Background: an optimization exercise with open tools, aiming at small area, a short achievable clock period and few clock cycles. Do not read the settings as production practice.
RTL that was checked went through simulation tests only; none was proved equivalent to the original.
Only the layout flow was run in run 3; the RTL was not checked for function there.
No activity file was given, so power comes from the tool's default toggle rates.

--- flow/config.mk ---
export PLATFORM = sky130hd
export DESIGN_NAME = top_arrhythmia
export DESIGN_NICKNAME = top_arrhythmia
export VERILOG_FILES = /design/flow/design.v
export SDC_FILE = /design/flow/constraint.sdc
export NUM_CORES = 4
export LEC_CHECK = 0
export ABC_CLOCK_PERIOD_IN_PS = 3000
export CAP_MARGIN = 20
export CORE_MARGIN = 2
export CORE_UTILIZATION = 40
export PLACE_DENSITY = 0.6
export SLEW_MARGIN = 20
--- flow/flow/margin ---
8.5
--- flow/flow/run.sh ---
#!/bin/bash
# The standard layout (standard synthesis, floorplan, placement, CTS,
# routing), with ORFS's setup repair aiming at a shorter period than the
# constraint's: repair_timing gets a setup margin of MARGIN ns. The SDC,
# the synthesis and every other step are the standard flow's own.
set -euo pipefail
export SETUP_SLACK_MARGIN=$(cat flow/margin)
bash standard.sh > flow_standard.log 2>&1
--- flow/standard.sh ---
#!/bin/bash
# synth_recipe.tcl (not shown) runs the flow's synth.tcl, then flattens the netlist and writes it again
# the make line also repeats each setting of config.mk as NAME=value (left out here)
make -C /OpenROAD-flow-scripts/flow DESIGN_CONFIG=/design/flow/config.mk WORK_HOME=/design/flow/orfs CLKGATE_MAP_FILE= SYNTH_SCRIPT=/design/flow/synth_recipe.tcl "${@:-finish}"
--- flow/constraint.sdc ---
create_clock -name core_clock -period 12.0 [get_ports {clk}]
set_input_delay 2.4000 -clock core_clock [delete_from_list [all_inputs] [get_ports {clk}]]
set_output_delay 2.4000 -clock core_clock [all_outputs]
set_load 0.01 [all_outputs]
--- flow/design.v ---
module top_arrhythmia #(parameter BITSIZE = 16) (
    input wire  clk,
    input wire  reset,
    input wire  [BITSIZE*10-1:0]   x,
    output wire [BITSIZE*6-1:0]    out_intermediate,
    output wire [BITSIZE*1-1:0] out_zvar,
    output wire [BITSIZE*1-1:0] out_zmean,
    output wire [BITSIZE*1-1:0] out_sampling,
    output wire [BITSIZE*6-1:0]    out_hidden_classifier,
    output wire [BITSIZE*2-1:0]    y,
    output wire done_flag_out
);
    reg [5:0] tr;
    reg       done;
    reg [22:0] osel;
    function [22:0] srcdec(input [5:0] t);
        begin
            srcdec = 23'd0;
            case (t)
                6'd0: srcdec[0] = 1'b1;
                6'd1: srcdec[1] = 1'b1;
                6'd2: srcdec[2] = 1'b1;
                6'd3: srcdec[3] = 1'b1;
                6'd4: srcdec[4] = 1'b1;
                6'd5: srcdec[5] = 1'b1;
                6'd6: srcdec[6] = 1'b1;
                6'd7: srcdec[7] = 1'b1;
                6'd8: srcdec[8] = 1'b1;
                6'd9: srcdec[9] = 1'b1;
                6'd10: srcdec[0] = 1'b1;
                6'd11: srcdec[1] = 1'b1;
                6'd12: srcdec[2] = 1'b1;
                6'd13: srcdec[3] = 1'b1;
                6'd14: srcdec[4] = 1'b1;
                6'd15: srcdec[5] = 1'b1;
                6'd16: srcdec[6] = 1'b1;
                6'd17: srcdec[7] = 1'b1;
                6'd18: srcdec[8] = 1'b1;
                6'd19: srcdec[9] = 1'b1;
                6'd20: srcdec[0] = 1'b1;
                6'd21: srcdec[1] = 1'b1;
                6'd22: srcdec[2] = 1'b1;
                6'd23: srcdec[3] = 1'b1;
                6'd24: srcdec[4] = 1'b1;
                6'd25: srcdec[5] = 1'b1;
                6'd26: srcdec[6] = 1'b1;
                6'd27: srcdec[7] = 1'b1;
                6'd28: srcdec[8] = 1'b1;
                6'd29: srcdec[9] = 1'b1;
                6'd30: srcdec[10] = 1'b1;
                6'd31: srcdec[11] = 1'b1;
                6'd32: srcdec[12] = 1'b1;
                6'd33: srcdec[13] = 1'b1;
                6'd34: srcdec[14] = 1'b1;
                6'd35: srcdec[15] = 1'b1;
                6'd39: srcdec[22] = 1'b1;
                6'd40: srcdec[22] = 1'b1;
                6'd41: srcdec[22] = 1'b1;
                6'd43: srcdec[21] = 1'b1;
                6'd44: srcdec[20] = 1'b1;
                6'd45: srcdec[19] = 1'b1;
                6'd46: srcdec[18] = 1'b1;
                6'd47: srcdec[17] = 1'b1;
                6'd48: srcdec[16] = 1'b1;
                default: ;
            endcase
        end
    endfunction
    reg preload, acc_en, ylast, zwe, h1we0, h1we1, h1we2, h3we0, h3we1, h3we2;
    function [9:0] ctldec(input [5:0] t);
        begin
            ctldec = {t == 6'd2 | t == 6'd12 | t == 6'd22 | t == 6'd32 | t == 6'd41 | t == 6'd42 | t == 6'd43 | t == 6'd45,
                      (t >= 6'd2) && (t <= 6'd51),
                      t == 6'd51, t == 6'd38,
                      t == 6'd12, t == 6'd22, t == 6'd32,
                      t == 6'd42, t == 6'd43, t == 6'd44};
        end
    endfunction
    always @(posedge clk or posedge reset) begin
        if (reset) begin
            tr   <= 6'd0;
            done <= 1'b0;
            osel <= srcdec(6'd0);
            {preload, acc_en, ylast, zwe, h1we0, h1we1, h1we2, h3we0, h3we1, h3we2} <= ctldec(6'd0);
        end else if (!done) begin
            tr   <= tr + 6'd1;
            osel <= srcdec(tr + 6'd1);
            {preload, acc_en, ylast, zwe, h1we0, h1we1, h1we2, h3we0, h3we1, h3we2} <= ctldec(tr + 6'd1);
            if (tr == 6'd51) done <= 1'b1;
        end
    end
    assign done_flag_out = done;
    reg [14:0] h1_0, h1_1, h1_2, h1_3, h1_4, h1_5;
    reg [14:0] h3_0, h3_1, h3_2, h3_3, h3_4, h3_5;
    reg [15:0] zmean_r, zvar_r;
    reg        zsign_r;
    reg [15:0] accA, accB;
    reg        accfA, accfB;
    wire [15:0] opa_n =
        ({16{osel[0]}} & x[0 +: 16]) |
        ({16{osel[1]}} & x[16 +: 16]) |
        ({16{osel[2]}} & x[32 +: 16]) |
        ({16{osel[3]}} & x[48 +: 16]) |
        ({16{osel[4]}} & x[64 +: 16]) |
        ({16{osel[5]}} & x[80 +: 16]) |
        ({16{osel[6]}} & x[96 +: 16]) |
        ({16{osel[7]}} & x[112 +: 16]) |
        ({16{osel[8]}} & x[128 +: 16]) |
        ({16{osel[9]}} & x[144 +: 16]) |
        ({16{osel[10]}} & {1'b0, h1_0}) |
        ({16{osel[11]}} & {1'b0, h1_1}) |
        ({16{osel[12]}} & {1'b0, h1_2}) |
        ({16{osel[13]}} & {1'b0, h1_3}) |
        ({16{osel[14]}} & {1'b0, h1_4}) |
        ({16{osel[15]}} & {1'b0, h1_5}) |
        ({16{osel[16]}} & {1'b0, h3_0}) |
        ({16{osel[17]}} & {1'b0, h3_1}) |
        ({16{osel[18]}} & {1'b0, h3_2}) |
        ({16{osel[19]}} & {1'b0, h3_3}) |
        ({16{osel[20]}} & {1'b0, h3_4}) |
        ({16{osel[21]}} & {1'b0, h3_5}) |
        ({16{osel[22]}} & zmean_r);
    reg [21:0] romA_sel;
    always @(*) begin
        case (tr)
            6'd0: romA_sel = 22'h0507b0;
            6'd1: romA_sel = 22'h071c06;
            6'd2: romA_sel = 22'h015780;
            6'd3: romA_sel = 22'h010a08;
            6'd4: romA_sel = 22'h010700;
            6'd5: romA_sel = 22'h050da4;
            6'd6: romA_sel = 22'h02508c;
            6'd7: romA_sel = 22'h041900;
            6'd8: romA_sel = 22'h030426;
            6'd9: romA_sel = 22'h251319;
            6'd10: romA_sel = 22'h021108;
            6'd11: romA_sel = 22'h045980;
            6'd12: romA_sel = 22'h049096;
            6'd13: romA_sel = 22'h021208;
            6'd14: romA_sel = 22'h210600;
            6'd15: romA_sel = 22'h028492;
            6'd16: romA_sel = 22'h059b09;
            6'd17: romA_sel = 22'h08a525;
            6'd18: romA_sel = 22'h2543b8;
            6'd19: romA_sel = 22'h04c7b0;
            6'd20: romA_sel = 22'h004082;
            6'd21: romA_sel = 22'h00c988;
            6'd22: romA_sel = 22'h235584;
            6'd23: romA_sel = 22'h049114;
            6'd24: romA_sel = 22'h200101;
            6'd25: romA_sel = 22'h065c82;
            6'd26: romA_sel = 22'h268d25;
            6'd27: romA_sel = 22'h0aeba8;
            6'd28: romA_sel = 22'h28ad20;
            6'd29: romA_sel = 22'h009b80;
            6'd30: romA_sel = 22'h201004;
            6'd31: romA_sel = 22'h206180;
            6'd32: romA_sel = 22'h0246a0;
            6'd33: romA_sel = 22'h227b88;
            6'd34: romA_sel = 22'h202c01;
            6'd35: romA_sel = 22'h2cbf80;
            6'd39: romA_sel = 22'h2306a0;
            6'd40: romA_sel = 22'h02910d;
            6'd41: romA_sel = 22'h043901;
            6'd43: romA_sel = 22'h282621;
            6'd44: romA_sel = 22'h248c23;
            6'd45: romA_sel = 22'h219780;
            6'd46: romA_sel = 22'h046390;
            6'd47: romA_sel = 22'h0a3610;
            6'd48: romA_sel = 22'h22920b;
            default: romA_sel = 22'h000000;
        endcase
    end
    reg [21:0] romB_sel;
    always @(*) begin
        case (tr)
            6'd0: romB_sel = 22'h041012;
            6'd1: romB_sel = 22'h249496;
            6'd2: romB_sel = 22'h000601;
            6'd3: romB_sel = 22'h025580;
            6'd4: romB_sel = 22'h2a2d21;
            6'd5: romB_sel = 22'h008807;
            6'd6: romB_sel = 22'h01d380;
            6'd7: romB_sel = 22'h22cf80;
            6'd8: romB_sel = 22'h241a02;
            6'd9: romB_sel = 22'h005280;
            6'd10: romB_sel = 22'h02409c;
            6'd11: romB_sel = 22'h211780;
            6'd12: romB_sel = 22'h0440b2;
            6'd13: romB_sel = 22'h20d988;
            6'd14: romB_sel = 22'h015a8a;
            6'd15: romB_sel = 22'h22180a;
            6'd16: romB_sel = 22'h069c07;
            6'd17: romB_sel = 22'h200001;
            6'd18: romB_sel = 22'h22890d;
            6'd19: romB_sel = 22'h02080a;
            6'd20: romB_sel = 22'h218b08;
            6'd21: romB_sel = 22'h0448a4;
            6'd22: romB_sel = 22'h250aa0;
            6'd23: romB_sel = 22'h035584;
            6'd24: romB_sel = 22'h051298;
            6'd25: romB_sel = 22'h20dd80;
            6'd26: romB_sel = 22'h029388;
            6'd27: romB_sel = 22'h240434;
            6'd28: romB_sel = 22'h05529a;
            6'd29: romB_sel = 22'h045e82;
            6'd30: romB_sel = 22'h241cc0;
            6'd31: romB_sel = 22'h2b3711;
            6'd32: romB_sel = 22'h213a09;
            6'd33: romB_sel = 22'h22100a;
            6'd34: romB_sel = 22'h29aba8;
            6'd35: romB_sel = 22'h01408e;
            6'd39: romB_sel = 22'h28f380;
            6'd40: romB_sel = 22'h0ab780;
            6'd41: romB_sel = 22'h2aa0be;
            6'd43: romB_sel = 22'h05cba0;
            6'd44: romB_sel = 22'h01cb88;
            6'd45: romB_sel = 22'h22001a;
            6'd46: romB_sel = 22'h22822b;
            6'd47: romB_sel = 22'h231600;
            6'd48: romB_sel = 22'h028721;
            default: romB_sel = 22'h000000;
        endcase
    end
    reg [15:0] opa;
    reg [21:0] romA, romB;
    always @(posedge clk) begin
        opa  <= opa_n;
        romA <= romA_sel;
        romB <= romB_sel;
    end
    wire [29:0] svA_n, cvA_n, svB_n, cvB_n;
    booth_pp ppA (.m(opa[14:0]), .r(romA[20:0]), .sv(svA_n), .cv(cvA_n));
    booth_pp ppB (.m(opa[14:0]), .r(romB[20:0]), .sv(svB_n), .cv(cvB_n));
    reg [29:0] svA, cvA, svB, cvB;
    reg        sgA2, sgB2;
    always @(posedge clk) begin
        svA <= svA_n; cvA <= cvA_n;
        svB <= svB_n; cvB <= cvB_n;
        sgA2 <= opa[15] ^ romA[21];
        sgB2 <= opa[15] ^ romB[21];
    end
    wire [15:0] qA_n, qB_n;
    booth_fin finA (.sv(svA), .cv(cvA), .sg(sgA2), .q(qA_n));
    booth_fin finB (.sv(svB), .cv(cvB), .sg(sgB2), .q(qB_n));
    reg [15:0] qA, qB;
    reg        qcA, qcB;
    always @(posedge clk) begin
        qA <= qA_n;
        qB <= qB_n;
        qcA <= sgA2;
        qcB <= sgB2;
    end
    reg [15:0] biasA; reg biasA_s;
    always @(*) begin
        case (tr)
            6'd2: begin biasA = 16'h05e4; biasA_s = 1'b0; end
            6'd12: begin biasA = 16'hff75; biasA_s = 1'b1; end
            6'd22: begin biasA = 16'hffb8; biasA_s = 1'b1; end
            6'd32: begin biasA = 16'hffbb; biasA_s = 1'b1; end
            6'd41: begin biasA = 16'h014c; biasA_s = 1'b0; end
            6'd42: begin biasA = 16'hfe27; biasA_s = 1'b1; end
            6'd43: begin biasA = 16'h0511; biasA_s = 1'b0; end
            6'd45: begin biasA = 16'h04f3; biasA_s = 1'b0; end
            default: begin biasA = 16'h0000; biasA_s = 1'b0; end
        endcase
    end
    reg [15:0] biasB; reg biasB_s;
    always @(*) begin
        case (tr)
            6'd2: begin biasB = 16'hff89; biasB_s = 1'b1; end
            6'd12: begin biasB = 16'hfec6; biasB_s = 1'b1; end
            6'd22: begin biasB = 16'hfdf5; biasB_s = 1'b1; end
            6'd32: begin biasB = 16'he6b6; biasB_s = 1'b1; end
            6'd41: begin biasB = 16'h0205; biasB_s = 1'b0; end
            6'd42: begin biasB = 16'h03b6; biasB_s = 1'b0; end
            6'd43: begin biasB = 16'h019d; biasB_s = 1'b0; end
            6'd45: begin biasB = 16'hfb0d; biasB_s = 1'b1; end
            default: begin biasB = 16'h0000; biasB_s = 1'b0; end
        endcase
    end
    wire [15:0] vA, vB;
    wire        sA, sB;
    wire [14:0] mA, mB, rA, rB;
    sat_acc accuA (.acc(accA), .accf(accfA), .q(qA), .qc(qcA), .v(vA), .s(sA), .mag(mA), .relu(rA));
    sat_acc accuB (.acc(accB), .accf(accfB), .q(qB), .qc(qcB), .v(vB), .s(sB), .mag(mB), .relu(rB));
    always @(posedge clk) begin
        if (acc_en) begin
            accA  <= preload ? biasA : ylast ? {sA, mA} : vA;
            accB  <= preload ? biasB : ylast ? {sB, mB} : vB;
            accfA <= preload ? biasA_s : sA;
            accfB <= preload ? biasB_s : sB;
        end
        if (h1we0) begin h1_0 <= rA; h1_1 <= rB; end
        if (h1we1) begin h1_2 <= rA; h1_3 <= rB; end
        if (h1we2) begin h1_4 <= rA; h1_5 <= rB; end
        if (zwe) begin
            zmean_r <= {sA, mA};
            zsign_r <= vA[15];
            zvar_r  <= {sB, mB};
        end
        if (h3we0) begin h3_5 <= rA; h3_4 <= rB; end
        if (h3we1) begin h3_3 <= rA; h3_2 <= rB; end
        if (h3we2) begin h3_1 <= rA; h3_0 <= rB; end
    end
    assign out_intermediate = {1'b0, h1_5, 1'b0, h1_4, 1'b0, h1_3, 1'b0, h1_2, 1'b0, h1_1, 1'b0, h1_0};
    assign out_hidden_classifier = {1'b0, h3_5, 1'b0, h3_4, 1'b0, h3_3, 1'b0, h3_2, 1'b0, h3_1, 1'b0, h3_0};
    assign out_zmean = zmean_r;
    assign out_zvar = zvar_r;
    assign out_sampling = {zsign_r, zmean_r[14:0]};
    assign y = {accA, accB};
endmodule
module booth_pp (
    input  wire [14:0] m,
    input  wire [20:0] r,
    output wire [29:0] sv,
    output wire [29:0] cv
);
    wire [6:0] ng  = r[20:14];
    wire [6:0] one = r[13:7];
    wire [6:0] two = r[6:0];
    wire [16:0] x0 = (({17{one[0]}} & {2'b00, m}) | ({17{two[0]}} & {1'b0, m, 1'b0})) ^ {17{ng[0]}};
    wire [16:0] x1 = (({17{one[1]}} & {2'b00, m}) | ({17{two[1]}} & {1'b0, m, 1'b0})) ^ {17{ng[1]}};
    wire [16:0] x2 = (({17{one[2]}} & {2'b00, m}) | ({17{two[2]}} & {1'b0, m, 1'b0})) ^ {17{ng[2]}};
    wire [16:0] x3 = (({17{one[3]}} & {2'b00, m}) | ({17{two[3]}} & {1'b0, m, 1'b0})) ^ {17{ng[3]}};
    wire [16:0] x4 = (({17{one[4]}} & {2'b00, m}) | ({17{two[4]}} & {1'b0, m, 1'b0})) ^ {17{ng[4]}};
    wire [16:0] x5 = (({17{one[5]}} & {2'b00, m}) | ({17{two[5]}} & {1'b0, m, 1'b0})) ^ {17{ng[5]}};
    wire [15:0] x6 = ({16{one[6]}} & {1'b0, m}) | ({16{two[6]}} & {m, 1'b0});
    wire w1 = x0[10] ^ x1[8];
    wire w2 = x0[10] & x1[8];
    wire w3 = x0[11] ^ x1[9];
    wire w4 = x0[11] & x1[9];
    wire w5 = x0[12] ^ x1[10] ^ x2[8];
    wire w6 = (x0[12] & x1[10]) | (x0[12] & x2[8]) | (x1[10] & x2[8]);
    wire w7 = x0[13] ^ x1[11] ^ x2[9];
    wire w8 = (x0[13] & x1[11]) | (x0[13] & x2[9]) | (x1[11] & x2[9]);
    wire w9 = x0[14] ^ x1[12] ^ x2[10];
    wire w10 = (x0[14] & x1[12]) | (x0[14] & x2[10]) | (x1[12] & x2[10]);
    wire w11 = x0[15] ^ x1[13] ^ x2[11];
    wire w12 = (x0[15] & x1[13]) | (x0[15] & x2[11]) | (x1[13] & x2[11]);
    wire w13 = ~x0[16] ^ x1[14] ^ x2[12];
    wire w14 = (~x0[16] & x1[14]) | (~x0[16] & x2[12]) | (x1[14] & x2[12]);
    wire w15 = x3[10] ^ x4[8];
    wire w16 = x3[10] & x4[8];
    wire w17 = x1[15] ^ x2[13] ^ x3[11];
    wire w18 = (x1[15] & x2[13]) | (x1[15] & x3[11]) | (x2[13] & x3[11]);
    wire w19 = x4[9] ^ x5[7];
    wire w20 = x4[9] & x5[7];
    wire w21 = ~x1[16] ^ x2[14] ^ x3[12];
    wire w22 = (~x1[16] & x2[14]) | (~x1[16] & x3[12]) | (x2[14] & x3[12]);
    wire w23 = x2[15] ^ x3[13];
    wire w24 = x2[15] & x3[13];
    wire w25 = x0[6] ^ x1[4];
    wire w26 = x0[6] & x1[4];
    wire w27 = x0[7] ^ x1[5];
    wire w28 = x0[7] & x1[5];
    wire w29 = x0[8] ^ x1[6] ^ x2[4];
    wire w30 = (x0[8] & x1[6]) | (x0[8] & x2[4]) | (x1[6] & x2[4]);
    wire w31 = x3[2] ^ x4[0];
    wire w32 = x3[2] & x4[0];
    wire w33 = x0[9] ^ x1[7] ^ x2[5];
    wire w34 = (x0[9] & x1[7]) | (x0[9] & x2[5]) | (x1[7] & x2[5]);
    wire w35 = x3[3] ^ x4[1];
    wire w36 = x3[3] & x4[1];
    wire w37 = w1 ^ x2[6] ^ x3[4];
    wire w38 = (w1 & x2[6]) | (w1 & x3[4]) | (x2[6] & x3[4]);
    wire w39 = x4[2] ^ x5[0] ^ ng[5];
    wire w40 = (x4[2] & x5[0]) | (x4[2] & ng[5]) | (x5[0] & ng[5]);
    wire w41 = w2 ^ w3 ^ x2[7];
    wire w42 = (w2 & w3) | (w2 & x2[7]) | (w3 & x2[7]);
    wire w43 = x3[5] ^ x4[3] ^ x5[1];
    wire w44 = (x3[5] & x4[3]) | (x3[5] & x5[1]) | (x4[3] & x5[1]);
    wire w45 = w4 ^ w5 ^ x3[6];
    wire w46 = (w4 & w5) | (w4 & x3[6]) | (w5 & x3[6]);
    wire w47 = x4[4] ^ x5[2] ^ x6[0];
    wire w48 = (x4[4] & x5[2]) | (x4[4] & x6[0]) | (x5[2] & x6[0]);
    wire w49 = w6 ^ w7 ^ x3[7];
    wire w50 = (w6 & w7) | (w6 & x3[7]) | (w7 & x3[7]);
    wire w51 = x4[5] ^ x5[3] ^ x6[1];
    wire w52 = (x4[5] & x5[3]) | (x4[5] & x6[1]) | (x5[3] & x6[1]);
    wire w53 = w8 ^ w9 ^ x3[8];
    wire w54 = (w8 & w9) | (w8 & x3[8]) | (w9 & x3[8]);
    wire w55 = x4[6] ^ x5[4] ^ x6[2];
    wire w56 = (x4[6] & x5[4]) | (x4[6] & x6[2]) | (x5[4] & x6[2]);
    wire w57 = w10 ^ w11 ^ x3[9];
    wire w58 = (w10 & w11) | (w10 & x3[9]) | (w11 & x3[9]);
    wire w59 = x4[7] ^ x5[5] ^ x6[3];
    wire w60 = (x4[7] & x5[5]) | (x4[7] & x6[3]) | (x5[5] & x6[3]);
    wire w61 = w12 ^ w13 ^ w15;
    wire w62 = (w12 & w13) | (w12 & w15) | (w13 & w15);
    wire w63 = x5[6] ^ x6[4] ^ 1'b1;
    wire w64 = (x5[6] & x6[4]) | (x5[6] & 1'b1) | (x6[4] & 1'b1);
    wire w65 = w14 ^ w16 ^ w17;
    wire w66 = (w14 & w16) | (w14 & w17) | (w16 & w17);
    wire w67 = w19 ^ x6[5] ^ 1'b1;
    wire w68 = (w19 & x6[5]) | (w19 & 1'b1) | (x6[5] & 1'b1);
    wire w69 = w18 ^ w20 ^ w21;
    wire w70 = (w18 & w20) | (w18 & w21) | (w20 & w21);
    wire w71 = x4[10] ^ x5[8] ^ x6[6];
    wire w72 = (x4[10] & x5[8]) | (x4[10] & x6[6]) | (x5[8] & x6[6]);
    wire w73 = w22 ^ w23 ^ x4[11];
    wire w74 = (w22 & w23) | (w22 & x4[11]) | (w23 & x4[11]);
    wire w75 = x5[9] ^ x6[7] ^ 1'b1;
    wire w76 = (x5[9] & x6[7]) | (x5[9] & 1'b1) | (x6[7] & 1'b1);
    wire w77 = w24 ^ ~x2[16] ^ x3[14];
    wire w78 = (w24 & ~x2[16]) | (w24 & x3[14]) | (~x2[16] & x3[14]);
    wire w79 = x4[12] ^ x5[10] ^ x6[8];
    wire w80 = (x4[12] & x5[10]) | (x4[12] & x6[8]) | (x5[10] & x6[8]);
    wire w81 = x3[15] ^ x4[13] ^ x5[11];
    wire w82 = (x3[15] & x4[13]) | (x3[15] & x5[11]) | (x4[13] & x5[11]);
    wire w83 = x6[9] ^ 1'b1;
    wire w84 = x6[9] & 1'b1;
    wire w85 = ~x3[16] ^ x4[14] ^ x5[12];
    wire w86 = (~x3[16] & x4[14]) | (~x3[16] & x5[12]) | (x4[14] & x5[12]);
    wire w87 = x4[15] ^ x5[13];
    wire w88 = x4[15] & x5[13];
    wire w89 = x0[4] ^ x1[2];
    wire w90 = x0[4] & x1[2];
    wire w91 = x0[5] ^ x1[3];
    wire w92 = x0[5] & x1[3];
    wire w93 = w25 ^ x2[2] ^ x3[0];
    wire w94 = (w25 & x2[2]) | (w25 & x3[0]) | (x2[2] & x3[0]);
    wire w95 = w26 ^ w27 ^ x2[3];
    wire w96 = (w26 & w27) | (w26 & x2[3]) | (w27 & x2[3]);
    wire w97 = w28 ^ w29 ^ w31;
    wire w98 = (w28 & w29) | (w28 & w31) | (w29 & w31);
    wire w99 = w30 ^ w32 ^ w33;
    wire w100 = (w30 & w32) | (w30 & w33) | (w32 & w33);
    wire w101 = w34 ^ w36 ^ w37;
    wire w102 = (w34 & w36) | (w34 & w37) | (w36 & w37);
    wire w103 = w38 ^ w40 ^ w41;
    wire w104 = (w38 & w40) | (w38 & w41) | (w40 & w41);
    wire w105 = w42 ^ w44 ^ w45;
    wire w106 = (w42 & w44) | (w42 & w45) | (w44 & w45);
    wire w107 = w46 ^ w48 ^ w49;
    wire w108 = (w46 & w48) | (w46 & w49) | (w48 & w49);
    wire w109 = w50 ^ w52 ^ w53;
    wire w110 = (w50 & w52) | (w50 & w53) | (w52 & w53);
    wire w111 = w54 ^ w56 ^ w57;
    wire w112 = (w54 & w56) | (w54 & w57) | (w56 & w57);
    wire w113 = w58 ^ w60 ^ w61;
    wire w114 = (w58 & w60) | (w58 & w61) | (w60 & w61);
    wire w115 = w62 ^ w64 ^ w65;
    wire w116 = (w62 & w64) | (w62 & w65) | (w64 & w65);
    wire w117 = w66 ^ w68 ^ w69;
    wire w118 = (w66 & w68) | (w66 & w69) | (w68 & w69);
    wire w119 = w70 ^ w72 ^ w73;
    wire w120 = (w70 & w72) | (w70 & w73) | (w72 & w73);
    wire w121 = w74 ^ w76 ^ w77;
    wire w122 = (w74 & w76) | (w74 & w77) | (w76 & w77);
    wire w123 = w78 ^ w80 ^ w81;
    wire w124 = (w78 & w80) | (w78 & w81) | (w80 & w81);
    wire w125 = w82 ^ w84 ^ w85;
    wire w126 = (w82 & w84) | (w82 & w85) | (w84 & w85);
    wire w127 = w86 ^ w87 ^ x6[11];
    wire w128 = (w86 & w87) | (w86 & x6[11]) | (w87 & x6[11]);
    wire w129 = w88 ^ ~x4[16] ^ x5[14];
    wire w130 = (w88 & ~x4[16]) | (w88 & x5[14]) | (~x4[16] & x5[14]);
    wire w131 = x5[15] ^ x6[13];
    wire w132 = x5[15] & x6[13];
    wire w133 = x0[2] ^ x1[0];
    wire w134 = x0[2] & x1[0];
    wire w135 = x0[3] ^ x1[1];
    wire w136 = x0[3] & x1[1];
    wire w137 = w89 ^ x2[0] ^ ng[2];
    wire w138 = (w89 & x2[0]) | (w89 & ng[2]) | (x2[0] & ng[2]);
    wire w139 = w90 ^ w91 ^ x2[1];
    wire w140 = (w90 & w91) | (w90 & x2[1]) | (w91 & x2[1]);
    wire w141 = w92 ^ w93 ^ ng[3];
    wire w142 = (w92 & w93) | (w92 & ng[3]) | (w93 & ng[3]);
    wire w143 = w94 ^ w95 ^ x3[1];
    wire w144 = (w94 & w95) | (w94 & x3[1]) | (w95 & x3[1]);
    wire w145 = w96 ^ w97 ^ ng[4];
    wire w146 = (w96 & w97) | (w96 & ng[4]) | (w97 & ng[4]);
    wire w147 = w98 ^ w99 ^ w35;
    wire w148 = (w98 & w99) | (w98 & w35) | (w99 & w35);
    wire w149 = w100 ^ w101 ^ w39;
    wire w150 = (w100 & w101) | (w100 & w39) | (w101 & w39);
    wire w151 = w102 ^ w103 ^ w43;
    wire w152 = (w102 & w103) | (w102 & w43) | (w103 & w43);
    wire w153 = w104 ^ w105 ^ w47;
    wire w154 = (w104 & w105) | (w104 & w47) | (w105 & w47);
    wire w155 = w106 ^ w107 ^ w51;
    wire w156 = (w106 & w107) | (w106 & w51) | (w107 & w51);
    wire w157 = w108 ^ w109 ^ w55;
    wire w158 = (w108 & w109) | (w108 & w55) | (w109 & w55);
    wire w159 = w110 ^ w111 ^ w59;
    wire w160 = (w110 & w111) | (w110 & w59) | (w111 & w59);
    wire w161 = w112 ^ w113 ^ w63;
    wire w162 = (w112 & w113) | (w112 & w63) | (w113 & w63);
    wire w163 = w114 ^ w115 ^ w67;
    wire w164 = (w114 & w115) | (w114 & w67) | (w115 & w67);
    wire w165 = w116 ^ w117 ^ w71;
    wire w166 = (w116 & w117) | (w116 & w71) | (w117 & w71);
    wire w167 = w118 ^ w119 ^ w75;
    wire w168 = (w118 & w119) | (w118 & w75) | (w119 & w75);
    wire w169 = w120 ^ w121 ^ w79;
    wire w170 = (w120 & w121) | (w120 & w79) | (w121 & w79);
    wire w171 = w122 ^ w123 ^ w83;
    wire w172 = (w122 & w123) | (w122 & w83) | (w123 & w83);
    wire w173 = w124 ^ w125 ^ x6[10];
    wire w174 = (w124 & w125) | (w124 & x6[10]) | (w125 & x6[10]);
    wire w175 = w126 ^ w127 ^ 1'b1;
    wire w176 = (w126 & w127) | (w126 & 1'b1) | (w127 & 1'b1);
    wire w177 = w128 ^ w129 ^ x6[12];
    wire w178 = (w128 & w129) | (w128 & x6[12]) | (w129 & x6[12]);
    wire w179 = w130 ^ w131 ^ 1'b1;
    wire w180 = (w130 & w131) | (w130 & 1'b1) | (w131 & 1'b1);
    wire w181 = w132 ^ ~x5[16] ^ x6[14];
    wire w182 = (w132 & ~x5[16]) | (w132 & x6[14]) | (~x5[16] & x6[14]);
    wire w183 = x6[15] ^ 1'b1;
    wire w184 = x6[15] & 1'b1;
    assign sv[0] = x0[0];
    assign cv[0] = ng[0];
    assign sv[1] = x0[1];
    assign cv[1] = 1'b0;
    assign sv[2] = w133;
    assign cv[2] = ng[1];
    assign sv[3] = w134;
    assign cv[3] = w135;
    assign sv[4] = w136;
    assign cv[4] = w137;
    assign sv[5] = w138;
    assign cv[5] = w139;
    assign sv[6] = w140;
    assign cv[6] = w141;
    assign sv[7] = w142;
    assign cv[7] = w143;
    assign sv[8] = w144;
    assign cv[8] = w145;
    assign sv[9] = w146;
    assign cv[9] = w147;
    assign sv[10] = w148;
    assign cv[10] = w149;
    assign sv[11] = w150;
    assign cv[11] = w151;
    assign sv[12] = w152;
    assign cv[12] = w153;
    assign sv[13] = w154;
    assign cv[13] = w155;
    assign sv[14] = w156;
    assign cv[14] = w157;
    assign sv[15] = w158;
    assign cv[15] = w159;
    assign sv[16] = w160;
    assign cv[16] = w161;
    assign sv[17] = w162;
    assign cv[17] = w163;
    assign sv[18] = w164;
    assign cv[18] = w165;
    assign sv[19] = w166;
    assign cv[19] = w167;
    assign sv[20] = w168;
    assign cv[20] = w169;
    assign sv[21] = w170;
    assign cv[21] = w171;
    assign sv[22] = w172;
    assign cv[22] = w173;
    assign sv[23] = w174;
    assign cv[23] = w175;
    assign sv[24] = w176;
    assign cv[24] = w177;
    assign sv[25] = w178;
    assign cv[25] = w179;
    assign sv[26] = w180;
    assign cv[26] = w181;
    assign sv[27] = w182;
    assign cv[27] = w183;
    assign sv[28] = w184;
    assign cv[28] = 1'b1;
    assign sv[29] = 1'b1;
    assign cv[29] = 1'b0;
endmodule
module booth_fin (
    input  wire [29:0] sv,
    input  wire [29:0] cv,
    input  wire        sg,
    output wire [15:0] q
);
    wire [29:0] p = sv + cv;
    wire [15:0] qs = (|p[29:26]) ? 16'h7fff : {1'b0, p[25:11]};
    assign q = qs ^ {16{sg}};
endmodule
module sat_acc (
    input  wire [15:0] acc,
    input  wire        accf,
    input  wire [15:0] q,
    input  wire        qc,
    output wire [15:0] v,
    output wire        s,
    output wire [14:0] mag,
    output wire [14:0] relu
);
    wire [16:0] a17 = {acc[15], acc};
    wire [16:0] b17 = {q[15], q};
    wire [16:0] sum = a17 + b17 + {16'd0, qc};
    wire [16:0] nsum = ~a17 + ~b17 + {16'd0, ~qc} + 17'd1;
    wire [16:0] ax = a17 ^ b17;
    wire [16:0] ao = {a17[15:0] | b17[15:0], 1'b0};
    wire zero  = qc ? (&ax) : (ax == ao);
    wire zlow  = qc ? (&ax[14:0]) : (ax[14:0] == ao[14:0]);
    wire pos_ovf = ~sum[16] & sum[15];
    wire neg_ovf = sum[16] & (~sum[15] | zlow);
    assign v = pos_ovf ? 16'h7fff : neg_ovf ? 16'h8001 : sum[15:0];
    assign s = zero ? accf : sum[16];
    wire big = sum[16] ? nsum[15] : sum[15];
    assign mag  = big ? 15'h7fff : sum[16] ? nsum[14:0] : sum[14:0];
    assign relu = sum[16] ? 15'd0 : sum[15] ? 15'h7fff : sum[14:0];
endmodule
==> impl_metrics.ini, run 1 <==
[layout]
fillers = 7492
final_cells = 5029
drive_gt1_frac = 0.227
syn_to_final_growth_pct = 28.8
nets = 4413

[timing]
slew_viol_final = 0
hold_viol_final = 0
slew_headroom = 0.176
finalCritPeriodShare = 0.318
fin_tns_setup_ns = 0
clock_skew_ns = 0.0297
fmax_mhz = 262
setup_viol = 0
rsz0062_at_grt = yes
worst_pin_slew_ns = 1.24
period_needed_ns = 3.82

[routing]
drt-met1-wl_um = 59100
wire_per_inst_um = 29.0
top_layer = met5
wl_met3_um = 18300
drc_errors = 0
drt.antenna.violating_nets = 0
dr_wl_met2_um = 62800
via_per_inst = 6.13
wirelength_um = 146000
vias = 30820
drt-pass1-iter-count = 6
drt_iter0_drc = 4502

[global_routing]
grt_pass1_vias = 28469
grt_max_degree = 85
antenna_found_initial = 8
grt_first_pass_wirelength_um = 205000
overflow = 0
gr-usage-all-layers = 0.328

[setup_path]
critPathTopFamily = flip-flops
r2r_end = accB[4]
setup.worst_path.start = zmean_r[9]
worstSetupEndpointType = primary output
crit_end = out_sampling[9]
cp_max_fo = 2
crit_slowest_cell = edfxtp_1
max_stage_delay_ns = 0.49
worstRegToRegCells = 15
critPathLaunchType = flop
path_class = reg -> out
required_ns = 9.60
crit_top_cell = buf_6
path_depth = 2
path_cells = buf_6, buf_6
arrival_ns = 1.42
critPathBufInv = 2
timing.rr.start = accB[0]
r2r_setup_slack_ns = 8.42

[yosys]
yosys_warnings = 1
yosysMostFrequentCell = a22oi_1
synthTopCellsByCount = a22oi_1 (310), inv_1 (271), xnor2_1 (258), edfxtp_1 (247), nand2_1 (214)
synth-main-ff-cell = edfxtp_1
netlist.area_leader.share = 0.225
synth-async-reset-ratio = 0.0820
synth_edf_count = 247
synth-seq-cells = 488
ys_seq_area_frac = 0.377
ys_top_cells_by_area = edfxtp_1 (22%), dfxtp_1 (12%), fa_1 (8.3%)
ys_types = 93
synth_area_sq_um = 33000
syn_avg_cell_area_sq_um = 9.75
synth_cells = 3382
synth_top_area_cell = edfxtp_1

[pwr]
ir_drop_uv = 114
power_density_nw_per_um2 = 86.7
leakage_nw = 17.6

[floorplan]
std_cell_rows = 105
die_w_um = 291
die-area_sq_um = 84800
core_sq_um = 81800
initial_core_util = 0.403
io_pins = 435
die_y_um = 291

[clock_tree]
cts_num_sinks = 488
hold_buffers = 0
tritoncts = built
h-tree-depth = 2
clockBufferDepth = 3
cts.reportedPaths.clkPinSlew_ns = 0.06
root_buffer = clkbuf_16
clkLatencyLatePin_ns = 0.64
cts_buffers = 55

[placed_design]
port_buffers = 422
hpwlAfterDp_um = 106000
place_congestion = 1.00
dp_cells = 4670

[min_path]
hold_class = reg -> reg
hp-start = romB[21]

[flow_run]
maxCapViolations = 0

[run_status]
status = timing/DRC/antenna clean
==> cells in the final DEF, fill, tap and decap left out, types with 56 or more instances in the layout <==
| cell type | synthesis | layout |
|---|---|---|
| dfxtp_1 | 201 | 178 |
| nor2_1 | 187 | 172 |
| clkbuf_16 | 0 | 59 |
| xnor2_1 | 258 | 251 |
| buf_6 | 1 | 148 |
| nand2_1 | 214 | 205 |
| a21oi_1 | 177 | 157 |
| edfxtp_1 | 247 | 247 |
| buf_2 | 11 | 145 |
| ha_1 | 204 | 181 |
| fa_1 | 136 | 132 |
| a22oi_1 | 310 | 310 |
| inv_1 | 271 | 266 |
| clkdlybuf4s50_1 | 0 | 161 |
| o21ai_0 | 133 | 127 |
| xor2_1 | 58 | 56 |
| buf_4 | 30 | 275 |
==> power breakdown <==
part	internal [mW]	switching, mW	leakage (nW)
Sequential	1.73	0	4.55
Combinational	0.0463	0.0286	12.0
Clock	1.13	0.749	0.981
==> sequential cells by signal, indices dropped and copies added, names as in the netlist, 16 cells and up <==
| register | count |
|---|---|
| accB | 16 |
| cvA | 26 |
| qB | 16 |
| zvar_r | 16 |
| zmean_r | 16 |
| qA | 16 |
| romA | 20 |
| svA | 28 |
| osel | 23 |
| cvB | 27 |
| svB | 29 |
| accA | 16 |
| opa | 16 |
| romB | 21 |
==> layer usage <==
layer / up-vias / GRT usage
li1: 13176 / -
met1: 15252 / 0.465
met2: 2027 / 0.489
met3: 357 / 0.0925
met4: 8 / 0.0896
met5: - / 0
==> worst reg2reg max path: cells and delay by family (launching register included) <==
kind | cells | cell delay, ns
adders and majority gates | 2 | 0.62
buffers and inverters | 4 | 0.44
and+or+nand+nor | 2 | 0.25
DFF | 1 | 0.43
AOI/OAI and AO/OA | 7 | 1.57
==> cells by family (layout without fill, tap and decap cells) <==
kind of cell	after synthesis	count (layout)	synth area share
buffers and inverters	563	1124	0.0681
other	1	14	0.000114
adder cells (fa/ha/maj)	343	343	0.161
AO/OA/AOI/OAI	999	1001	0.211
XOR/XNOR	319	320	0.0854
multiplexers	24	24	0.00801
AND/OR/NAND/NOR	645	645	0.0893
flip-flops	488	488	0.377
==> how the worst min path moves through the flow <==
| stage | cells after the start | slack (ns) | endpoint |
|---|---|---|---|
| floorplan | 0 | 0.33 | cvA[0] |
| global placement | 1 | 0.41 | sgB2 |
| detailed placement | 1 | 0.41 | sgB2 |
| CTS | 1 | 0.42 | sgB2 |
| global route | 1 | 0.44 | sgB2 |
| finish | 1 | 0.42 | sgB2 |
==> repair_timing <==
item,in CTS,in global routing
buffers inserted,154,94
gates resized for setup,1327,192
cloned,1,5
pin swaps,19,50
setup endpoints to repair,452,472
==> cell type report <==
type                    instances  area, sq um  area share
clock inverters                28          430      0.0101
diodes                          2         5.00    0.000118
well taps                    1070         1340      0.0315
inverters                     283         1090      0.0257
repair inverters                1         8.76    0.000206
repair buffers                737         6260       0.147
flip-flops and latches        488        12500       0.294
multi-input cells            2345        19300       0.454
clock buffers                  75         1590      0.0373
==> stage by stage <==
| stage | hold slack, ns | instance area (sq um) | power, mW | utilization | setup slack (ns) |
|---|---|---|---|---|---|
| after floorplan | 0.329 | 33000 | 1.78 | - | 8.51 |
| after global routing | 0.442 | 42500 | 3.76 | 0.519 | 8.18 |
| after detailed placement | 0.413 | 37900 | 1.84 | 0.463 | 7.53 |
| after global placement | 0.411 | 37900 | 1.84 | 0.463 | 7.51 |
| after CTS | 0.421 | 40800 | 3.70 | 0.499 | 8.19 |
| final | 0.418 | 42500 | 3.68 | 0.519 | 8.18 |
Testbench counts, summed over its fixed seeds: cycles 63,600.
==> run 2, diff against run 1 <==
==> flow/run.sh (new file) <==
#!/bin/bash
# synth_recipe.tcl (not shown) runs the flow's synth.tcl, then flattens the netlist and writes it again
# the make line also repeats each setting of config.mk as NAME=value (left out here)
make -C /OpenROAD-flow-scripts/flow DESIGN_CONFIG=/design/flow/config.mk WORK_HOME=/design/flow/orfs CLKGATE_MAP_FILE= SYNTH_SCRIPT=/design/flow/synth_recipe.tcl finish
--- a/flow/config.mk
+++ b/flow/config.mk
@@ -10,4 +10,5 @@
 export CORE_MARGIN = 2
 export CORE_UTILIZATION = 40
 export PLACE_DENSITY = 0.6
+export SETUP_SLACK_MARGIN = 5
 export SLEW_MARGIN = 20
removed: flow/flow/run.sh
removed: flow/flow/margin
removed: flow/standard.sh
==> impl_metrics.ini, run 2 <==
[run_status]
status = timing/DRC/antenna clean

[floorplan]
die_w_um = 291
std_cell_rows = 105
die_y_um = 291
core_sq_um = 81800
io_pins = 435
initial_core_util = 0.403
die-area_sq_um = 84800

[min_path]
hold_class = reg -> reg
hold_depth = 1

[setup_path]
worstSetupEndpointType = primary output
cp_max_fo = 56
arrival_ns = 2.34
critPathBufInv = 1
path_class = reg -> out
critPathLaunchType = flop
worstRegToRegCells = 14
max_stage_delay_ns = 0.98
path_depth = 1
critPathTopFamily = flip-flops
crit_slowest_cell = dfrtp_2
path_cells = clkdlybuf4s50_1
r2r_setup_slack_ns = 7.31
required_ns = 9.60

[yosys]
synth-async-reset-ratio = 0.0820
ys_seq_area_frac = 0.377
synthTopCellsByCount = a22oi_1 (310), inv_1 (271), xnor2_1 (258), edfxtp_1 (247), nand2_1 (214)
netlist.area_leader.share = 0.225
yosysMostFrequentCell = a22oi_1
syn_avg_cell_area_sq_um = 9.75
synth_top_area_cell = edfxtp_1
ys_top_cells_by_area = edfxtp_1 (22%), dfxtp_1 (12%), fa_1 (8.3%)
synth_cells = 3382
synth_area_sq_um = 33000
synth-main-ff-cell = edfxtp_1
ys_types = 93
synth_edf_count = 247
yosys_warnings = 1
synth-seq-cells = 488

[timing]
worst_pin_slew_ns = 1.23
clock_skew_ns = 0.0283
hold_viol_final = 0
period_needed_ns = 4.74
rsz0062_at_grt = no
finalCritPeriodShare = 0.395
setup_viol = 0
fin_hold_ws_ns = 0.418
slew_viol_final = 0
fin_tns_setup_ns = 0
fmax_mhz = 211
slew_headroom = 0.180

[flow_run]
maxCapViolations = 0

[routing]
wirelength_um = 141000
drc_errors = 0
via_per_inst = 6.15
wire_per_inst_um = 29.6
drt_iter0_drc = 4173
drt.antenna.violating_nets = 0
vias = 29391
drt-pass1-iter-count = 7

[global_routing]
grt_pass1_vias = 27643
antenna_found_initial = 4
gr-usage-all-layers = 0.323
overflow = 0
grt_first_pass_wirelength_um = 201000
grt_max_degree = 85

[clock_tree]
clockBufferDepth = 3
clkLatencyLatePin_ns = 0.64
cts_resized = 0
h-tree-depth = 2
cts_setup_buffers = 0
cts_buffers = 55
root_buffer = clkbuf_16
tritoncts = built
cts.reportedPaths.clkPinSlew_ns = 0.06
cts_num_sinks = 488
hold_buffers = 0

[layout]
nets = 4160
drive_gt1_frac = 0.0575
regMostFlops = svB
largest_reg_flops = 29
design_area_sq_um = 39900
syn_to_final_growth_pct = 21.1
final_cell_mix = clkdlybuf4s50_1 (422), a22oi_1 (310), inv_1 (270)
reg_top3 = svB (29), svA (28), cvB (27)
layout_commonest_cell = clkdlybuf4s50_1

[placed_design]
place_area_sq_um = 37900
hpwlAfterDp_um = 106000
place_congestion = 1.00
port_buffers = 422

[pwr]
ir_drop_uv = 110
leakage_nw = 15.8
power_density_nw_per_um2 = 92.2
## run 2: cell type report
class / instances / area [sq um]
Antenna cell: 2 / 5.00
Inverter: 283 / 1060
Clock inverter: 28 / 430
Timing Repair Buffer: 488 / 4720
Tap cell: 1070 / 1340
Fill cell: 7638 / 41900
Multi-Input combinational cell: 2342 / 18300
Sequential cell: 488 / 12500
Clock buffer: 75 / 1590
## run 2: logic make-up (layout without fill, tap and decap cells)
| logic type | count (synthesis) | after routing | share of synthesized area |
|---|---|---|---|
| buffers and inverters | 563 | 874 | 0.0681 |
| other | 1 | 14 | 0.000114 |
| DFF | 488 | 488 | 0.377 |
| muxes | 24 | 24 | 0.00801 |
| xor gates and xnor gates | 319 | 319 | 0.0854 |
| AOI/OAI and AO/OA | 999 | 999 | 0.211 |
| adders and majority gates | 343 | 343 | 0.161 |
| and+or+nand+nor | 645 | 645 | 0.0893 |
## run 2: worst paths after layout
check	startpoint	end
max	done	done_flag_out
min	romB[21]	sgB2
max reg2reg	accA[0]	accA[4]
min reg2reg	romB[21]	sgB2
max in group asynchronous	reset	done
min in group asynchronous	reset	h3we0
## run 2: power by group
| group | total (mW) | switching [mW] | leakage, nW | internal [mW] |
|---|---|---|---|---|
| logic | 0.0753 | 0.0289 | 10.3 | 0.0463 |
| clock network | 1.87 | 0.743 | 0.981 | 1.13 |
| registers | 1.74 | 0 | 4.55 | 1.74 |
| total | 3.68 | 0.772 | 15.8 | 2.91 |
## run 2: metal layers
metal / share of wire / GRT usage / vias to the layer above
li1: - / - / 12648
met1: 0.42 / 0.460 / 14611
met2: 0.43 / 0.481 / 1851
met3: 0.12 / 0.0935 / 281
met4: 0.030 / 0.0760 / 0
met5: 0 / 0 / -
## run 2: stage by stage
stage               total power [mW]   util  worst slack [ns]  cells
global route                    3.77  0.488              7.07   4774
global placement                1.84  0.463              7.51   4670
CTS                             3.70  0.488              7.25   4773
finish                          3.68  0.488              7.26   4776
floorplan                       1.78      -              8.51   3393
detailed placement              1.84  0.463              7.53   4670
==> run 3, diff against run 2 <==
--- a/flow/design.v
+++ b/flow/design.v
@@ -12,10 +12,10 @@
 );
     reg [5:0] tr;
     reg       done;
-    reg [22:0] osel;
-    function [22:0] srcdec(input [5:0] t);
+    reg [24:0] osel;
+    function [24:0] srcdec(input [5:0] t);
         begin
-            srcdec = 23'd0;
+            srcdec = 25'd0;
             case (t)
                 6'd0: srcdec[0] = 1'b1;
                 6'd1: srcdec[1] = 1'b1;
@@ -53,15 +53,15 @@
                 6'd33: srcdec[13] = 1'b1;
                 6'd34: srcdec[14] = 1'b1;
                 6'd35: srcdec[15] = 1'b1;
+                6'd38: srcdec[23] = 1'b1;
                 6'd39: srcdec[22] = 1'b1;
                 6'd40: srcdec[22] = 1'b1;
-                6'd41: srcdec[22] = 1'b1;
-                6'd43: srcdec[21] = 1'b1;
-                6'd44: srcdec[20] = 1'b1;
-                6'd45: srcdec[19] = 1'b1;
-                6'd46: srcdec[18] = 1'b1;
-                6'd47: srcdec[17] = 1'b1;
-                6'd48: srcdec[16] = 1'b1;
+                6'd41: srcdec[24] = 1'b1;
+                6'd42: srcdec[20] = 1'b1;
+                6'd43: srcdec[19] = 1'b1;
+                6'd44: srcdec[18] = 1'b1;
+                6'd45: srcdec[17] = 1'b1;
+                6'd46: srcdec[16] = 1'b1;
                 default: ;
             endcase
         end
@@ -69,11 +69,11 @@
     reg preload, acc_en, ylast, zwe, h1we0, h1we1, h1we2, h3we0, h3we1, h3we2;
     function [9:0] ctldec(input [5:0] t);
         begin
-            ctldec = {t == 6'd2 | t == 6'd12 | t == 6'd22 | t == 6'd32 | t == 6'd41 | t == 6'd42 | t == 6'd43 | t == 6'd45,
-                      (t >= 6'd2) && (t <= 6'd51),
-                      t == 6'd51, t == 6'd38,
+            ctldec = {t == 6'd2 | t == 6'd12 | t == 6'd22 | t == 6'd32 | t == 6'd40 | t == 6'd41 | t == 6'd42 | t == 6'd43,
+                      (t >= 6'd2) && (t <= 6'd49),
+                      t == 6'd49, t == 6'd38,
                       t == 6'd12, t == 6'd22, t == 6'd32,
-                      t == 6'd42, t == 6'd43, t == 6'd44};
+                      t == 6'd41, t == 6'd42, t == 6'd43};
         end
     endfunction
     always @(posedge clk or posedge reset) begin
@@ -86,7 +86,7 @@
             tr   <= tr + 6'd1;
             osel <= srcdec(tr + 6'd1);
             {preload, acc_en, ylast, zwe, h1we0, h1we1, h1we2, h3we0, h3we1, h3we2} <= ctldec(tr + 6'd1);
-            if (tr == 6'd51) done <= 1'b1;
+            if (tr == 6'd49) done <= 1'b1;
         end
     end
     assign done_flag_out = done;
@@ -96,6 +96,9 @@
     reg        zsign_r;
     reg [15:0] accA, accB;
     reg        accfA, accfB;
+    wire [15:0] vA, vB;
+    wire        sA, sB;
+    wire [14:0] mA, mB, rA, rB;
     wire [15:0] opa_n =
         ({16{osel[0]}} & x[0 +: 16]) |
         ({16{osel[1]}} & x[16 +: 16]) |
@@ -119,7 +122,9 @@
         ({16{osel[19]}} & {1'b0, h3_3}) |
         ({16{osel[20]}} & {1'b0, h3_4}) |
         ({16{osel[21]}} & {1'b0, h3_5}) |
-        ({16{osel[22]}} & zmean_r);
+        ({16{osel[22]}} & zmean_r) |
+        ({16{osel[23]}} & {sA, mA}) |
+        ({16{osel[24]}} & {1'b0, rA});
     reg [21:0] romA_sel;
     always @(*) begin
         case (tr)
@@ -159,15 +164,15 @@
             6'd33: romA_sel = 22'h227b88;
             6'd34: romA_sel = 22'h202c01;
             6'd35: romA_sel = 22'h2cbf80;
-            6'd39: romA_sel = 22'h2306a0;
-            6'd40: romA_sel = 22'h02910d;
-            6'd41: romA_sel = 22'h043901;
-            6'd43: romA_sel = 22'h282621;
-            6'd44: romA_sel = 22'h248c23;
-            6'd45: romA_sel = 22'h219780;
-            6'd46: romA_sel = 22'h046390;
-            6'd47: romA_sel = 22'h0a3610;
-            6'd48: romA_sel = 22'h22920b;
+            6'd38: romA_sel = 22'h2306a0;
+            6'd39: romA_sel = 22'h02910d;
+            6'd40: romA_sel = 22'h043901;
+            6'd41: romA_sel = 22'h282621;
+            6'd42: romA_sel = 22'h248c23;
+            6'd43: romA_sel = 22'h219780;
+            6'd44: romA_sel = 22'h046390;
+            6'd45: romA_sel = 22'h0a3610;
+            6'd46: romA_sel = 22'h22920b;
             default: romA_sel = 22'h000000;
         endcase
     end
@@ -210,15 +215,15 @@
             6'd33: romB_sel = 22'h22100a;
             6'd34: romB_sel = 22'h29aba8;
             6'd35: romB_sel = 22'h01408e;
-            6'd39: romB_sel = 22'h28f380;
-            6'd40: romB_sel = 22'h0ab780;
-            6'd41: romB_sel = 22'h2aa0be;
-            6'd43: romB_sel = 22'h05cba0;
-            6'd44: romB_sel = 22'h01cb88;
-            6'd45: romB_sel = 22'h22001a;
-            6'd46: romB_sel = 22'h22822b;
-            6'd47: romB_sel = 22'h231600;
-            6'd48: romB_sel = 22'h028721;
+            6'd38: romB_sel = 22'h28f380;
+            6'd39: romB_sel = 22'h0ab780;
+            6'd40: romB_sel = 22'h2aa0be;
+            6'd41: romB_sel = 22'h05cba0;
+            6'd42: romB_sel = 22'h01cb88;
+            6'd43: romB_sel = 22'h22001a;
+            6'd44: romB_sel = 22'h22822b;
+            6'd45: romB_sel = 22'h231600;
+            6'd46: romB_sel = 22'h028721;
             default: romB_sel = 22'h000000;
         endcase
     end
@@ -258,10 +263,10 @@
             6'd12: begin biasA = 16'hff75; biasA_s = 1'b1; end
             6'd22: begin biasA = 16'hffb8; biasA_s = 1'b1; end
             6'd32: begin biasA = 16'hffbb; biasA_s = 1'b1; end
-            6'd41: begin biasA = 16'h014c; biasA_s = 1'b0; end
-            6'd42: begin biasA = 16'hfe27; biasA_s = 1'b1; end
-            6'd43: begin biasA = 16'h0511; biasA_s = 1'b0; end
-            6'd45: begin biasA = 16'h04f3; biasA_s = 1'b0; end
+            6'd40: begin biasA = 16'h014c; biasA_s = 1'b0; end
+            6'd41: begin biasA = 16'hfe27; biasA_s = 1'b1; end
+            6'd42: begin biasA = 16'h0511; biasA_s = 1'b0; end
+            6'd43: begin biasA = 16'h04f3; biasA_s = 1'b0; end
             default: begin biasA = 16'h0000; biasA_s = 1'b0; end
         endcase
     end
@@ -272,16 +277,13 @@
             6'd12: begin biasB = 16'hfec6; biasB_s = 1'b1; end
             6'd22: begin biasB = 16'hfdf5; biasB_s = 1'b1; end
             6'd32: begin biasB = 16'he6b6; biasB_s = 1'b1; end
-            6'd41: begin biasB = 16'h0205; biasB_s = 1'b0; end
-            6'd42: begin biasB = 16'h03b6; biasB_s = 1'b0; end
-            6'd43: begin biasB = 16'h019d; biasB_s = 1'b0; end
-            6'd45: begin biasB = 16'hfb0d; biasB_s = 1'b1; end
+            6'd40: begin biasB = 16'h0205; biasB_s = 1'b0; end
+            6'd41: begin biasB = 16'h03b6; biasB_s = 1'b0; end
+            6'd42: begin biasB = 16'h019d; biasB_s = 1'b0; end
+            6'd43: begin biasB = 16'hfb0d; biasB_s = 1'b1; end
             default: begin biasB = 16'h0000; biasB_s = 1'b0; end
         endcase
     end
-    wire [15:0] vA, vB;
-    wire        sA, sB;
-    wire [14:0] mA, mB, rA, rB;
     sat_acc accuA (.acc(accA), .accf(accfA), .q(qA), .qc(qcA), .v(vA), .s(sA), .mag(mA), .relu(rA));
     sat_acc accuB (.acc(accB), .accf(accfB), .q(qB), .qc(qcB), .v(vB), .s(sB), .mag(mB), .relu(rB));
     always @(posedge clk) begin
==> flow/flow/run.sh (new file) <==
#!/bin/bash
# The standard layout (standard synthesis, floorplan, placement, CTS,
# routing), with ORFS's setup repair aiming at a shorter period than the
# constraint's: repair_timing gets a setup margin of MARGIN ns. The SDC,
# the synthesis and every other step are the standard flow's own.
set -euo pipefail
export SETUP_SLACK_MARGIN=$(cat flow/margin)
bash standard.sh > flow_standard.log 2>&1
==> flow/flow/margin (new file) <==
8.7
==> flow/standard.sh (new file) <==
#!/bin/bash
# synth_recipe.tcl (not shown) runs the flow's synth.tcl, then flattens the netlist and writes it again
# the make line also repeats each setting of config.mk as NAME=value (left out here)
make -C /OpenROAD-flow-scripts/flow DESIGN_CONFIG=/design/flow/config.mk WORK_HOME=/design/flow/orfs CLKGATE_MAP_FILE= SYNTH_SCRIPT=/design/flow/synth_recipe.tcl "${@:-finish}"
--- a/flow/config.mk
+++ b/flow/config.mk
@@ -10,5 +10,4 @@
 export CORE_MARGIN = 2
 export CORE_UTILIZATION = 40
 export PLACE_DENSITY = 0.6
-export SETUP_SLACK_MARGIN = 5
 export SLEW_MARGIN = 20
removed: flow/run.sh
==> impl_metrics.ini, run 3 <==
[timing]
setup_ws_ns = 8.14
fmax_mhz = 259
rsz0062_at_grt = yes
hold_viol_final = 0
setup_viol = 0
worst_pin_slew_ns = 1.30
slew_viol_final = 0
period_needed_ns = 3.86
fin_tns_setup_ns = 0
fin_hold_ws_ns = 0.429
slew_headroom = 0.133
clock_skew_ns = 0.0578
finalCritPeriodShare = 0.321

[routing]
wire_per_inst_um = 28.7
vias = 32265
via_per_inst = 6.08
drt.antenna.violating_nets = 0
drt_iter0_drc = 4325
drt-pass1-iter-count = 6
drc_errors = 0
wirelength_um = 152000

[global_routing]
grt_max_degree = 76
overflow = 0
antenna_found_initial = 13
gr-usage-all-layers = 0.333
grt_first_pass_wirelength_um = 212000
grt_pass1_vias = 29935

[yosys]
synth_compound_area_frac = 0.216
syn_avg_cell_area_sq_um = 9.59
synth_area_sq_um = 33800
ys_top_cells_by_area = edfxtp_1 (22%), dfxtp_1 (12%), fa_1 (8.1%)
synthSimpleGateAreaFrac = 0.104
synth-main-ff-cell = edfxtp_1
ys_seq_area_frac = 0.369
netlist.area_leader.share = 0.220
yosysMostFrequentCell = a22oi_1
synthTopCellsByCount = a22oi_1 (315), inv_1 (273), xnor2_1 (253), edfxtp_1 (247), nand2_1 (225)
synth-seq-cells = 489
synthAdderAreaFrac = 0.157
yosys_warnings = 1
synth-async-reset-ratio = 0.0838
synth_mux_area_frac = 0.00815
synth_top_area_cell = edfxtp_1
synth_edf_count = 247
synth_xor_area_frac = 0.0783
synth_top_family_by_area = compound AO/OA/AOI/OAI gates
ys_types = 96
synth_cells = 3524

[floorplan]
die_y_um = 295
std_cell_rows = 106
core_sq_um = 83700
die_w_um = 295
io_pins = 435
die-area_sq_um = 86800
initial_core_util = 0.404

[layout]
syn_to_final_growth_pct = 34.0
fillers = 7431
largest_reg_flops = 29
drive_gt1_frac = 0.261
nets = 4622
regMostFlops = svB
reg_top3 = svB (29), svA (28), cvB (27)
layout_commonest_cell = a22oi_1
postLayoutCoreUtil = 0.541
final_cell_mix = a22oi_1 (299), buf_4 (280), inv_1 (257)

[clock_tree]
clkLatencyLatePin_ns = 0.67
h-tree-depth = 2
cts_buffers = 57
clockBufferDepth = 3
cts_num_sinks = 489
root_buffer = clkbuf_16
cts.reportedPaths.clkPinSlew_ns = 0.07
tritoncts = built

[setup_path]
required_ns = 9.60
critPathBufInv = 2
crit_top_cell = buf_6
path_cells = buf_6, buf_6
worstRegToRegCells = 15
path_depth = 2
crit_end = out_sampling[5]
path_class = reg -> out
max_stage_delay_ns = 0.51
arrival_ns = 1.46
crit_slowest_cell = edfxtp_1
critPathLaunchType = flop
worstSetupEndpointType = primary output
setup.worst_path.start = zmean_r[5]
critPathTopFamily = flip-flops
timing.rr.start = accB[7]
r2r_setup_slack_ns = 8.31
cp_max_fo = 2
r2r_end = accB[10]

[pwr]
ir_drop_uv = 108
leakage_nw = 18.2
power_density_nw_per_um2 = 81.3
power_mw = 3.68

[placed_design]
hpwlAfterDp_um = 107000
port_buffers = 422
dp_slack_ns = 7.40
place_congestion = 1.02

[run_status]
status = timing/DRC/antenna clean

[min_path]
hold_class = reg -> reg

[flow_run]
maxCapViolations = 0
==> run 3: cell count changes in the layout (fill, tap and decap cells not counted), moves of 18 or more <==
cell,previous run,this run
o21ai_1,6,24
clkdlybuf4s50_1,422,147
ha_1,204,170
buf_6,0,172
nor2_1,187,167
a21oi_1,177,148
buf_12,0,22
ha_4,0,21
buf_2,0,146
dfxtp_1,198,169
a21oi_2,0,18
buf_4,66,280
==> run 3: worst reg2reg max path: stages, from the launching register on <==
cell,delay [ns]
edfxtp_1,0.48
buf_4,0.18
buf_6,0.10
buf_6,0.11
inv_4,0.05
ha_4,0.20
ha_4,0.24
and2_4,0.16
a221o_1,0.30
a221oi_2,0.30
mux2i_1,0.12
a221o_2,0.43
buf_6,0.17
nand2b_4,0.16
o22a_1,0.19
o211a_1,0.22
==> run 3: power by group <==
part,leakage (nW),internal (mW),switching (mW),total (mW)
logic,12.8,0.0443,0.0204,0.0647
registers,4.44,1.74,0,1.74
clock network,0.983,1.10,0.776,1.88
total,18.2,2.88,0.796,3.68
==> run 3: final cells by class <==
type / count / area [sq um] / area share
clock buffer: 67 / 1500 / 0.0332
inverter: 286 / 1120 / 0.0247
clock inverter: 40 / 533 / 0.0118
sequential: 489 / 12600 / 0.278
timing repair buffer: 797 / 7120 / 0.157
tap: 1134 / 1420 / 0.0313
antenna: 8 / 20.0 / 0.000442
multi-input combinational: 2486 / 20900 / 0.463
timing repair inverter: 3 / 38.8 / 0.000857
==> run 3: metrics by stage <==
step	instance area, sq um	cells
after global placement	38800	4877
after global routing	45300	5308
after floorplan	33900	3535
after CTS	43200	5203
after detailed placement	38800	4877
final	45300	5310
==> run 3: what timing repair did <==
action                                  4_1_cts  5_1_grt
setup buffers                               210       93
gates resized for setup                    1536      255
cloned                                        9        6
hold buffers                                  0        0
endpoints found under the setup margin      588      515
pin swaps                                    89      100
==> run 3: per-layer routing <==
layer  routed length [um]  part of all wire  GRT usage  vias to the layer above
li1                     -                 -          -                    13890
met1                61500              0.40      0.456                    15870
met2                65700              0.43      0.509                     2059
met3                16600              0.11     0.0786                      442
met4                 8590             0.056      0.125                        4
met5                   27           0.00018          0                        -
==> run 3: logic make-up after synthesis <==
logic type	Yosys count
compound gates	1057
simple gates	740
buf+inv	568
other cells	1
xor+xnor	300
mux	25
flops	489
fa+ha+maj	344
==> run 3: worst min-delay path by stage <==
stage                  start      to  depth (start not counted)
global route        romA[21]    sgA2                          1
CTS                 romA[21]    sgA2                          1
floorplan           romA[14]  cvA[0]                          0
detailed placement  romA[21]    sgA2                          1
global placement    romA[21]    sgA2                          1
finish              romA[21]    sgA2                          1

-- separate check: timing with driven ports --
The flow's constraints put no driver on any port. The routed layouts listed below were extracted and timed again, unchanged, in two steps. Step 1, drivers: a clkbuf_16 drives clk and a buf_2 each remaining input, both assumed. Step 2 moves the port delays by t, midway between the first and last clock arrival at a register: inputs arrive t later, outputs are due t later. That takes back most of the time a late clock gives input paths. a / b / c = ideal / step 1 / step 2; a / b = the first two.
| run | t (ns) | setup slack, ns | slew at the worst register clock pin (ns) |
|---|---|---|---|
| run 1 | 0.698 | 8.184 / 8.114 / 7.925 | 0.07 / 0.07 |
| run 2 | 0.690 | 7.260 / 7.191 / 7.314 | 0.07 / 0.07 |
| run 3 | 0.711 | 8.144 / 8.072 / 7.861 | 0.07 / 0.07 |
After both steps every run listed still meets setup and hold. The setup slack of run 3, which loses most, moves by -0.072 ns with the drivers and by -0.283 ns with both steps.
